This design comes from an exercise in tuning for small area on the open sky130 flow, not from production work.
In this exercise RTL edits were held to simulation tests only and were not proved equivalent to the original.
No driver is modelled on the clock port, so clocking that relies on it looks cheaper here than on a real chip.

Setup of P:
// QAM
module QAM(clk, rst, en, Din, IFout);
input clk, rst, en;
input Din;
output reg signed [17:0] IFout;
reg ce2;           
reg sm_ctrl;       
reg swap;          
reg [1:0] spc;     
reg sm_i, sm_q;    
reg [3:0] usi;     
reg [3:0] cnt;     
reg [8:0] sym_i, sym_q;  
reg [1:0] mix_cnt;
reg [15:0] acc;    
wire en0 = en & ce2;
wire en1 = sm_ctrl & ce2;
wire en2 = usi[3];
wire [1:0] sw = usi[1:0];
wire load = en2 & (sw == 2'd0);
wire neg = ~mix_cnt[1];                         
wire [8:0] s = mix_cnt[0] ? sym_i : sym_q;      
wire [8:0] x = s ^ {9{neg}};
wire [8:0] v;      
assign v[0] = cnt > 4'd0;
assign v[1] = cnt > 4'd1;
assign v[2] = cnt > 4'd2;
assign v[3] = cnt > 4'd3;
assign v[4] = cnt > 4'd4;
assign v[5] = cnt > 4'd5;
assign v[6] = cnt > 4'd6;
assign v[7] = cnt > 4'd7;
assign v[8] = cnt > 4'd8;
wire [15:0] t0;    
reg [15:0] kz0;
always @(*) begin
  case (sw)
    2'd0: kz0 = 16'd74;
    2'd1: kz0 = 16'd0;
    2'd2: kz0 = 16'd0;
    2'd3: kz0 = 16'd168;
  endcase
end
reg [15:0] kxp0;
always @(*) begin
  case (sw)
    2'd0: kxp0 = 16'd148;
    2'd1: kxp0 = 16'd0;
    2'd2: kxp0 = 16'd0;
    2'd3: kxp0 = 16'd336;
  endcase
end
assign t0 = ({16{~v[0]}} & kz0) | ({16{v[0] & x[0]}} & kxp0);
wire [15:0] t1;    
reg [15:0] kz1;
always @(*) begin
  case (sw)
    2'd0: kz1 = 16'd276;
    2'd1: kz1 = 16'd185;
    2'd2: kz1 = 16'd267;
    2'd3: kz1 = 16'd36;
  endcase
end
reg [15:0] kxp1;
always @(*) begin
  case (sw)
    2'd0: kxp1 = 16'd552;
    2'd1: kxp1 = 16'd0;
    2'd2: kxp1 = 16'd0;
    2'd3: kxp1 = 16'd0;
  endcase
end
reg [15:0] kxn1;
always @(*) begin
  case (sw)
    2'd0: kxn1 = 16'd0;
    2'd1: kxn1 = 16'd370;
    2'd2: kxn1 = 16'd534;
    2'd3: kxn1 = 16'd72;
  endcase
end
assign t1 = ({16{~v[1]}} & kz1) | ({16{v[1] & x[1]}} & kxp1) | ({16{v[1] & ~x[1]}} & kxn1);
wire [15:0] t2;    
reg [15:0] kz2;
always @(*) begin
  case (sw)
    2'd0: kz2 = 16'd238;
    2'd1: kz2 = 16'd233;
    2'd2: kz2 = 16'd278;
    2'd3: kz2 = 16'd713;
  endcase
end
reg [15:0] kxp2;
always @(*) begin
  case (sw)
  ...
export LEC_CHECK = 0
export ABC_AREA = 1
export CAP_MARGIN = 20
export CORE_MARGIN = 2
export CORE_UTILIZATION = 40
export GPL_TIMING_DRIVEN = 0
export SLEW_MARGIN = 20
create_clock -name core_clock -period 5.0 [get_ports {clk}]
standard.sh (not shown) runs the stock make flow with config.mk's settings and CLKGATE_MAP_FILE= SYNTH_SCRIPT=/design/flow/synth_recipe.tcl, a recipe that flattens the netlist after the stock synthesis.
==> flow/flow/run.sh <==
#!/bin/bash
# Layout flow: the standard ORFS flow (standard.sh) with these changes:
#  - Yosys's generic synthesis runs without its intermediate ABC pass (SYNTH_ARGS=-noabc),
#    so the adder tree written in the RTL reaches full-adder extraction as written;
#    registers, their names and cell types are those of the standard synthesis;
#  - after clock-tree synthesis, flow/post_cts.tcl delays the clock of the output register
#    (useful skew for the register-to-register paths into it), then runs the CTS step's
#    timing repair, which ORFS is told to skip (SKIP_CTS_REPAIR_TIMING=1).
# Each ORFS step writes its own log under orfs/logs/; make's output goes to make.log here.
set -euo pipefail
bash standard.sh SYNTH_ARGS=-noabc SKIP_CTS_REPAIR_TIMING=1 POST_CTS_TCL="$PWD/flow/post_cts.tcl" \
  "SKEW_CELLS=sky130_fd_sc_hd__clkdlybuf4s50_1 sky130_fd_sc_hd__clkbuf_8" finish > make.log 2>&1
==> flow/flow/post_cts.tcl <==
# Runs at the end of ORFS's CTS step (POST_CTS_TCL), which is told to skip its own timing
# repair (SKIP_CTS_REPAIR_TIMING=1); this script does that repair after the change below.
#
# Useful skew for the register-to-register paths into the output register acc (IFout):
# acc's clock pins are moved from the clock tree's leaf nets to one net that a delay cell
# and a clock buffer drive from the leaf net of acc[0]. Every path into acc comes from
# another register of the design; acc's outputs go only to the output ports, whose
# timing this makes harder, not easier. Inputs reach no acc data pin combinationally.
set block [ord::get_db_block]
set db [ord::get_db]
set accs {}
foreach inst [$block getInsts] {
  if {[string range [$inst getName] 0 3] eq "acc\\" && [$inst findITerm CLK] ne "NULL"} {
    lappend accs $inst
  }
}
puts "skew: [llength $accs] acc registers"
set first [lindex $accs 0]
set leaf [[$first findITerm CLK] getNet]
set sx 0; set sy 0
foreach inst $accs {
  lassign [$inst getLocation] x y
  set sx [expr {$sx + $x}]; set sy [expr {$sy + $y}]
}
set cx [expr {int($sx / [llength $accs])}]
set cy [expr {int($sy / [llength $accs])}]
set prev $leaf
set i 0
foreach cell $::env(SKEW_CELLS) {
  set master [$db findMaster $cell]
  set buf [odb::dbInst_create $block $master "skew_buf_$i"]
  set net [odb::dbNet_create $block "skew_net_$i"]
  $net setSigType CLOCK
  [$buf findITerm A] connect $prev
  [$buf findITerm X] connect $net
  $buf setLocation $cx $cy
  $buf setPlacementStatus PLACED
  set prev $net
  incr i
}
foreach inst $accs {
  set it [$inst findITerm CLK]
  $it disconnect
  $it connect $prev
}
set_propagated_clock [all_clocks]
estimate_parasitics -placement
set result [catch { detailed_placement } msg]
if { $result != 0 } { error "Detailed placement failed after skew: $msg" }
estimate_parasitics -placement
report_checks -path_delay max -group_path_count 1 -format end
repair_timing_helper
set result [catch { detailed_placement } msg]
if { $result != 0 } { error "Detailed placement failed after repair: $msg" }
check_placement -verbose
report_design_area
Input changes introduced in Q (baseline for comparison: P):
==> flow/flow/run.sh <==
#!/bin/bash
# Layout flow: the standard ORFS flow (standard.sh) with these changes:
#  - Yosys's generic synthesis runs without its intermediate ABC pass (SYNTH_ARGS=-noabc),
#    so the adder tree written in the RTL reaches full-adder extraction as written;
#    registers, their names and cell types are those of the standard synthesis;
#  - the final ABC technology mapping uses an area-oriented script (flow/abc_area.script),
#    through a copy of ORFS's scripts folder that differs only in that file;
#  - after clock-tree synthesis, flow/post_cts.tcl delays the clock of the output register
#    (useful skew for the register-to-register paths into it), then runs the CTS step's
#    timing repair, which ORFS is told to skip (SKIP_CTS_REPAIR_TIMING=1);
#  - every input and output port still gets its own buffer, but the smallest one
#    (sky130_fd_sc_hd__buf_1); the resizer may still resize it.
# Each ORFS step writes its own log under orfs/logs/; make's output goes to make.log here.
set -euo pipefail
rm -rf scripts_local
cp -r "$FLOW_HOME/scripts" scripts_local
cp flow/abc_area.script scripts_local/abc_area.script
bash standard.sh SYNTH_ARGS=-noabc SCRIPTS_DIR="$PWD/scripts_local" SKIP_CTS_REPAIR_TIMING=1 \
  POST_CTS_TCL="$PWD/flow/post_cts.tcl" "BUFFER_PORTS_ARGS=-buffer_cell sky130_fd_sc_hd__buf_1" \
  "SKEW_CELLS=sky130_fd_sc_hd__clkdlybuf4s50_1 sky130_fd_sc_hd__clkdlybuf4s50_1 sky130_fd_sc_hd__clkbuf_8" finish > make.log 2>&1
==> flow/flow/abc_area.script (new file) <==
strash
dch -f
amap
topo
dnsize -c
- Looking only at count of inverters not on the clock network in the layout, and setting everything else aside, the higher value of Q and P goes to P.
- P → Q: final cell count without fillers lower; global-route usage saw a decrease.
- Q -> P: post-synthesis to final-layout area growth flat
- Post-synthesis compound-gate area fraction in Q vs P: up 13 points
- Of the two values seen for highest-delay cell along the critical path, nor3_1 was produced by Q and fa_1 by P.
- Q vs P on sequential share of cell area: Q is the higher one.
- [compare] base=P new=Q: total buffers and inverters traversed by the critical path shows a reduction of 1, minimum setup slack in the final design went down by 0.16 ns, final wirelength went down.
[inputs] R vs Q
diff --git a/flow/flow/run.sh b/flow/flow/run.sh
--- a/flow/flow/run.sh
+++ b/flow/flow/run.sh
@@ -8,7 +8,5 @@
 #  - after clock-tree synthesis, flow/post_cts.tcl delays the clock of the output register
 #    (useful skew for the register-to-register paths into it), then runs the CTS step's
-#    timing repair, which ORFS is told to skip (SKIP_CTS_REPAIR_TIMING=1);
-#  - every input and output port still gets its own buffer, but the smallest one
-#    (sky130_fd_sc_hd__buf_1); the resizer may still resize it.
+#    timing repair, which ORFS is told to skip (SKIP_CTS_REPAIR_TIMING=1).
 # Each ORFS step writes its own log under orfs/logs/; make's output goes to make.log here.
 set -euo pipefail
@@ -17,4 +15,4 @@
 cp flow/abc_area.script scripts_local/abc_area.script
 bash standard.sh SYNTH_ARGS=-noabc SCRIPTS_DIR="$PWD/scripts_local" SKIP_CTS_REPAIR_TIMING=1 \
-  POST_CTS_TCL="$PWD/flow/post_cts.tcl" "BUFFER_PORTS_ARGS=-buffer_cell sky130_fd_sc_hd__buf_1" \
-  "SKEW_CELLS=sky130_fd_sc_hd__clkdlybuf4s50_1 sky130_fd_sc_hd__clkdlybuf4s50_1 sky130_fd_sc_hd__clkbuf_8" finish > make.log 2>&1
+  POST_CTS_TCL="$PWD/flow/post_cts.tcl" \
+  "SKEW_CELLS=sky130_fd_sc_hd__clkdlybuf4s50_1 sky130_fd_sc_hd__clkbuf_8" finish > make.log 2>&1
Results
Synthesis-to-finish area growth: R and Q compared, higher one is R
Diff Q -> R: aggregate routed wire length higher; post-layout worst setup margin higher; area occupied by multi-input gates higher; global-route wire length before repair higher.
Cell area | R vs Q | R larger
R: done, clean on timing, DRC and antenna
### R -> S
Settings: CTS_BUF_LIST now sky130_fd_sc_hd__clkbuf_8, previously not set.
diff --git a/flow/flow/run.sh b/flow/flow/run.sh
--- a/flow/flow/run.sh
+++ b/flow/flow/run.sh
@@ -16,3 +16,3 @@
 bash standard.sh SYNTH_ARGS=-noabc SCRIPTS_DIR="$PWD/scripts_local" SKIP_CTS_REPAIR_TIMING=1 \
   POST_CTS_TCL="$PWD/flow/post_cts.tcl" \
-  "SKEW_CELLS=sky130_fd_sc_hd__clkdlybuf4s50_1 sky130_fd_sc_hd__clkbuf_8" finish > make.log 2>&1
+  "SKEW_CELLS=sky130_fd_sc_hd__clkdlybuf4s50_1 sky130_fd_sc_hd__clkdlybuf4s50_1 sky130_fd_sc_hd__clkbuf_8" finish > make.log 2>&1
- S went all the way through the flow, and no timing, DRC or antenna check failed.
- | area added between synthesis and finish | S vs R | 4.2 points lower |
- Going from R to S, final clock period utilization by the worst path went down, wire length per cell after detailed routing did not really move.
[inputs] T vs S
Settings: CTS_BUF_LIST removed (was sky130_fd_sc_hd__clkbuf_8).
==> flow/flow/run.sh <==
#!/bin/bash
# Layout flow: the standard ORFS flow (standard.sh) with these changes:
#  - Yosys's generic synthesis runs without its intermediate ABC pass (SYNTH_ARGS=-noabc),
#    so the adder tree written in the RTL reaches full-adder extraction as written;
#    registers, their names and cell types are those of the standard synthesis;
#  - after clock-tree synthesis, flow/post_cts.tcl delays the clock of the output register
#    (useful skew for the register-to-register paths into it), then runs the CTS step's
#    timing repair, which ORFS is told to skip (SKIP_CTS_REPAIR_TIMING=1).
# Each ORFS step writes its own log under orfs/logs/; make's output goes to make.log here.
set -euo pipefail
bash standard.sh SYNTH_ARGS=-noabc SKIP_CTS_REPAIR_TIMING=1 POST_CTS_TCL="$PWD/flow/post_cts.tcl" \
  "SKEW_CELLS=sky130_fd_sc_hd__clkdlybuf4s50_1 sky130_fd_sc_hd__clkbuf_8" finish > make.log 2>&1
diff --git a/flow/flow/post_cts.tcl b/flow/flow/post_cts.tcl
--- a/flow/flow/post_cts.tcl
+++ b/flow/flow/post_cts.tcl
@@ -11,5 +11,5 @@
 set accs {}
 foreach inst [$block getInsts] {
-  if {[string range [$inst getName] 0 3] eq "acc\\" && [$inst findITerm CLK] ne "NULL"} {
+  if {[string match {acc\[*} [$inst getName]] && [$inst findITerm CLK] != "NULL"} {
     lappend accs $inst
   }
removed: flow/flow/abc_area.script
### Flow results
T vs. S: sequential area share after synthesis dropped 2.5 points, setup slack after placement climbed 0.95 ns, initial cell density of the core dropped 0.95 points, placed standard-cell area climbed 550 um^2.
Diff S and T: synthesized cell count higher in T
T is listed as incomplete: the tool reported an error in clock tree synthesis (4_1_cts) and the run ended there.
When the final numbers for S and T were put side by side, the distinct cell type count after synthesis turned out to be greater in T.

* * *

== alpha ==
QAM again, from the RTL that the note above started with.
==> flow/config.mk <==
export PLATFORM = sky130hd
export DESIGN_NAME = QAM
export DESIGN_NICKNAME = QAM
export VERILOG_FILES = /design/flow/design.v
export SDC_FILE = /design/flow/constraint.sdc
export NUM_CORES = 4
export LEC_CHECK = 0
export ABC_AREA = 0
export CAP_MARGIN = 20
export CORE_MARGIN = 2
export CORE_UTILIZATION = 40
export GPL_TIMING_DRIVEN = 0
export SLEW_MARGIN = 20
==> flow/constraint.sdc <==
create_clock -name core_clock -period 5.0 [get_ports {clk}]
set_input_delay 1.0000 -clock core_clock [delete_from_list [all_inputs] [get_ports {clk}]]
set_output_delay 1.0000 -clock core_clock [all_outputs]
set_load 0.01 [all_outputs]
==> flow/flow/run.sh <==
#!/bin/bash
# Layout flow: the standard ORFS flow (standard.sh), with Yosys's generic synthesis run
# without its intermediate ABC pass (SYNTH_ARGS=-noabc), so that the adder tree written in
# the RTL reaches full-adder extraction as written. Registers, their names and cell types
# are those of the standard synthesis. Each ORFS step writes its own log under
# orfs/logs/; make's own output goes to make.log in this folder.
set -euo pipefail
bash standard.sh SYNTH_ARGS=-noabc finish > make.log 2>&1
### alpha -> beta
- PLACE_DENSITY newly set to 0.85
- ABC_AREA changed from 0 to 1
==> run notes <==
- beta — synthesized cell count 112 higher, alpha as reference
- Between alpha and beta, the flow reports overall routed net length decreasing by more than 10%.
- usi[1] as the launching instance or port of the critical path was reported by beta, and mix_cnt[0] by alpha.
- Total die area across beta and alpha: no real change.
- alpha → beta: layout cell share with drive strength beyond 1 dropped 30 points.
- beta: final cell count about 10% above alpha
- Changes observed in beta relative to alpha: sequential share of layout area higher; path length in cells of the critical path higher; worst hold slack roughly the same.
### beta -> gamma
- CORE_UTILIZATION changed from 40 to 60
- CTS_BUF_LIST newly set to sky130_fd_sc_hd__clkbuf_8
- PLACE_DENSITY removed (was 0.85)
Results
- gamma ended with less number of core rows than beta.
- Cmp gamma and beta / register-to-register path setup slack / higher: beta
- Global-route track usage on met2 in gamma is 16 points above beta.
- Iteration count of the initial detailed-routing pass for gamma: 1 up relative to beta
- Between beta and gamma, the insertion delay to the later sink of the worst-skew pair figures differ only marginally.
- Summary of gamma over beta: detail-routed via count per cell climbed 0.46; final setup slack of the worst path -0.037 ns.
- In gamma relative to beta, wire length reported by the detailed router had gone up by a few percent.
- gamma: clock-cell share of area lower than beta
## Diff of input files: delta against gamma
- CTS_BUF_LIST: sky130_fd_sc_hd__clkbuf_8 -> unset
- CORE_UTILIZATION: 60 -> 40
- CTS_CLUSTER_DIAMETER: unset -> 100
- CTS_CLUSTER_SIZE: unset -> 30
## What came out
For the overall track demand over capacity in global routing, delta came in 8.4 points lower than gamma did. The faster design of the two is delta; gamma tops out lower. In the metrics for delta and gamma, the one carrying the lower setup slack is gamma. Summary — register-to-register slack, delta relative to gamma: higher, by 0.04 ns. Re count of plain and timing-repair buffers in the layout: delta and gamma aren't equal, and the higher value belongs to gamma.
diff inputs: delta => epsilon
- removing GPL_TIMING_DRIVEN (formerly 0)
- removing CTS_CLUSTER_SIZE (formerly 30)
- removing CTS_CLUSTER_DIAMETER (formerly 100)
==> flow/run.sh (new file) <==
#!/bin/bash
# synth_recipe.tcl (not shown) runs the flow's synth.tcl, then flattens the netlist and writes it again
# the make line also repeats each setting of config.mk as NAME=value (left out here)
make -C /OpenROAD-flow-scripts/flow DESIGN_CONFIG=/design/flow/config.mk WORK_HOME=/design/flow/orfs CLKGATE_MAP_FILE= SYNTH_SCRIPT=/design/flow/synth_recipe.tcl finish
removed: flow/flow/run.sh
removed: flow/standard.sh
Results
Synthesized instance count in epsilon is 59 higher than in delta. Going from delta to epsilon, the clock skew was found to have gone up by 0.0048 ns. From delta to epsilon the numbers moved as follows: share of final layout cell area taken by clock buffers and inverters fell by 0.42 points, minimum setup slack in the final design lost 0.025 ns, fmax went down 0.0011 GHz, simple-gate area share of the yosys netlist lost 5.3 points.

afterwards: timing with drivers on the ports:
How much do the figures lean on ideal ports? The routed layouts below were timed once more, with nothing changed but the port constraints. Step 1, drivers: a clkbuf_16 drives clk and a buf_2 each remaining input, both assumed. Step 2, shift: input delay + t, output delay - t, t = (earliest + latest rising clock arrival at the registers) / 2. This alone moves slack from input paths to output paths. Three values: no drivers, after step 1, after step 2; two values: the first two.
run	shift t [ns]	slack for setup (ns)	worst hold slack (ns)	worst setup path after step 2	clock arrival spread, ns
P	0.688	0.334 / 0.334 / 0.334	0.337 / 0.334 / 0.337	register to register	0.715 / 0.715
Q	0.916	0.172 / 0.172 / 0.172	0.004 / -0.015 / 0.067	register to register	1.152 / 1.151
R	0.682	0.257 / 0.257 / 0.257	0.258 / 0.243 / 0.409	register to register	0.698 / 0.697
S	0.944	0.375 / 0.375 / 0.375	0.072 / 0.072 / 0.072	register to register	1.177 / 1.177
alpha	0.357	0.090 / 0.090 / 0.090	0.472 / 0.472 / 0.472	register to register	0.020 / 0.020
beta	0.345	0.234 / 0.234 / 0.234	0.471 / 0.471 / 0.471	register to register	0.015 / 0.014
gamma	0.350	0.197 / 0.197 / 0.197	0.484 / 0.484 / 0.484	register to register	0.012 / 0.012
delta	0.343	0.241 / 0.241 / 0.241	0.478 / 0.478 / 0.478	register to register	0.008 / 0.009
epsilon	0.350	0.216 / 0.216 / 0.216	0.474 / 0.474 / 0.474	register to register	0.013 / 0.013
Clock arrivals are far apart in P, Q, R and S, so t is only a midpoint there and step 2 fits no single register.
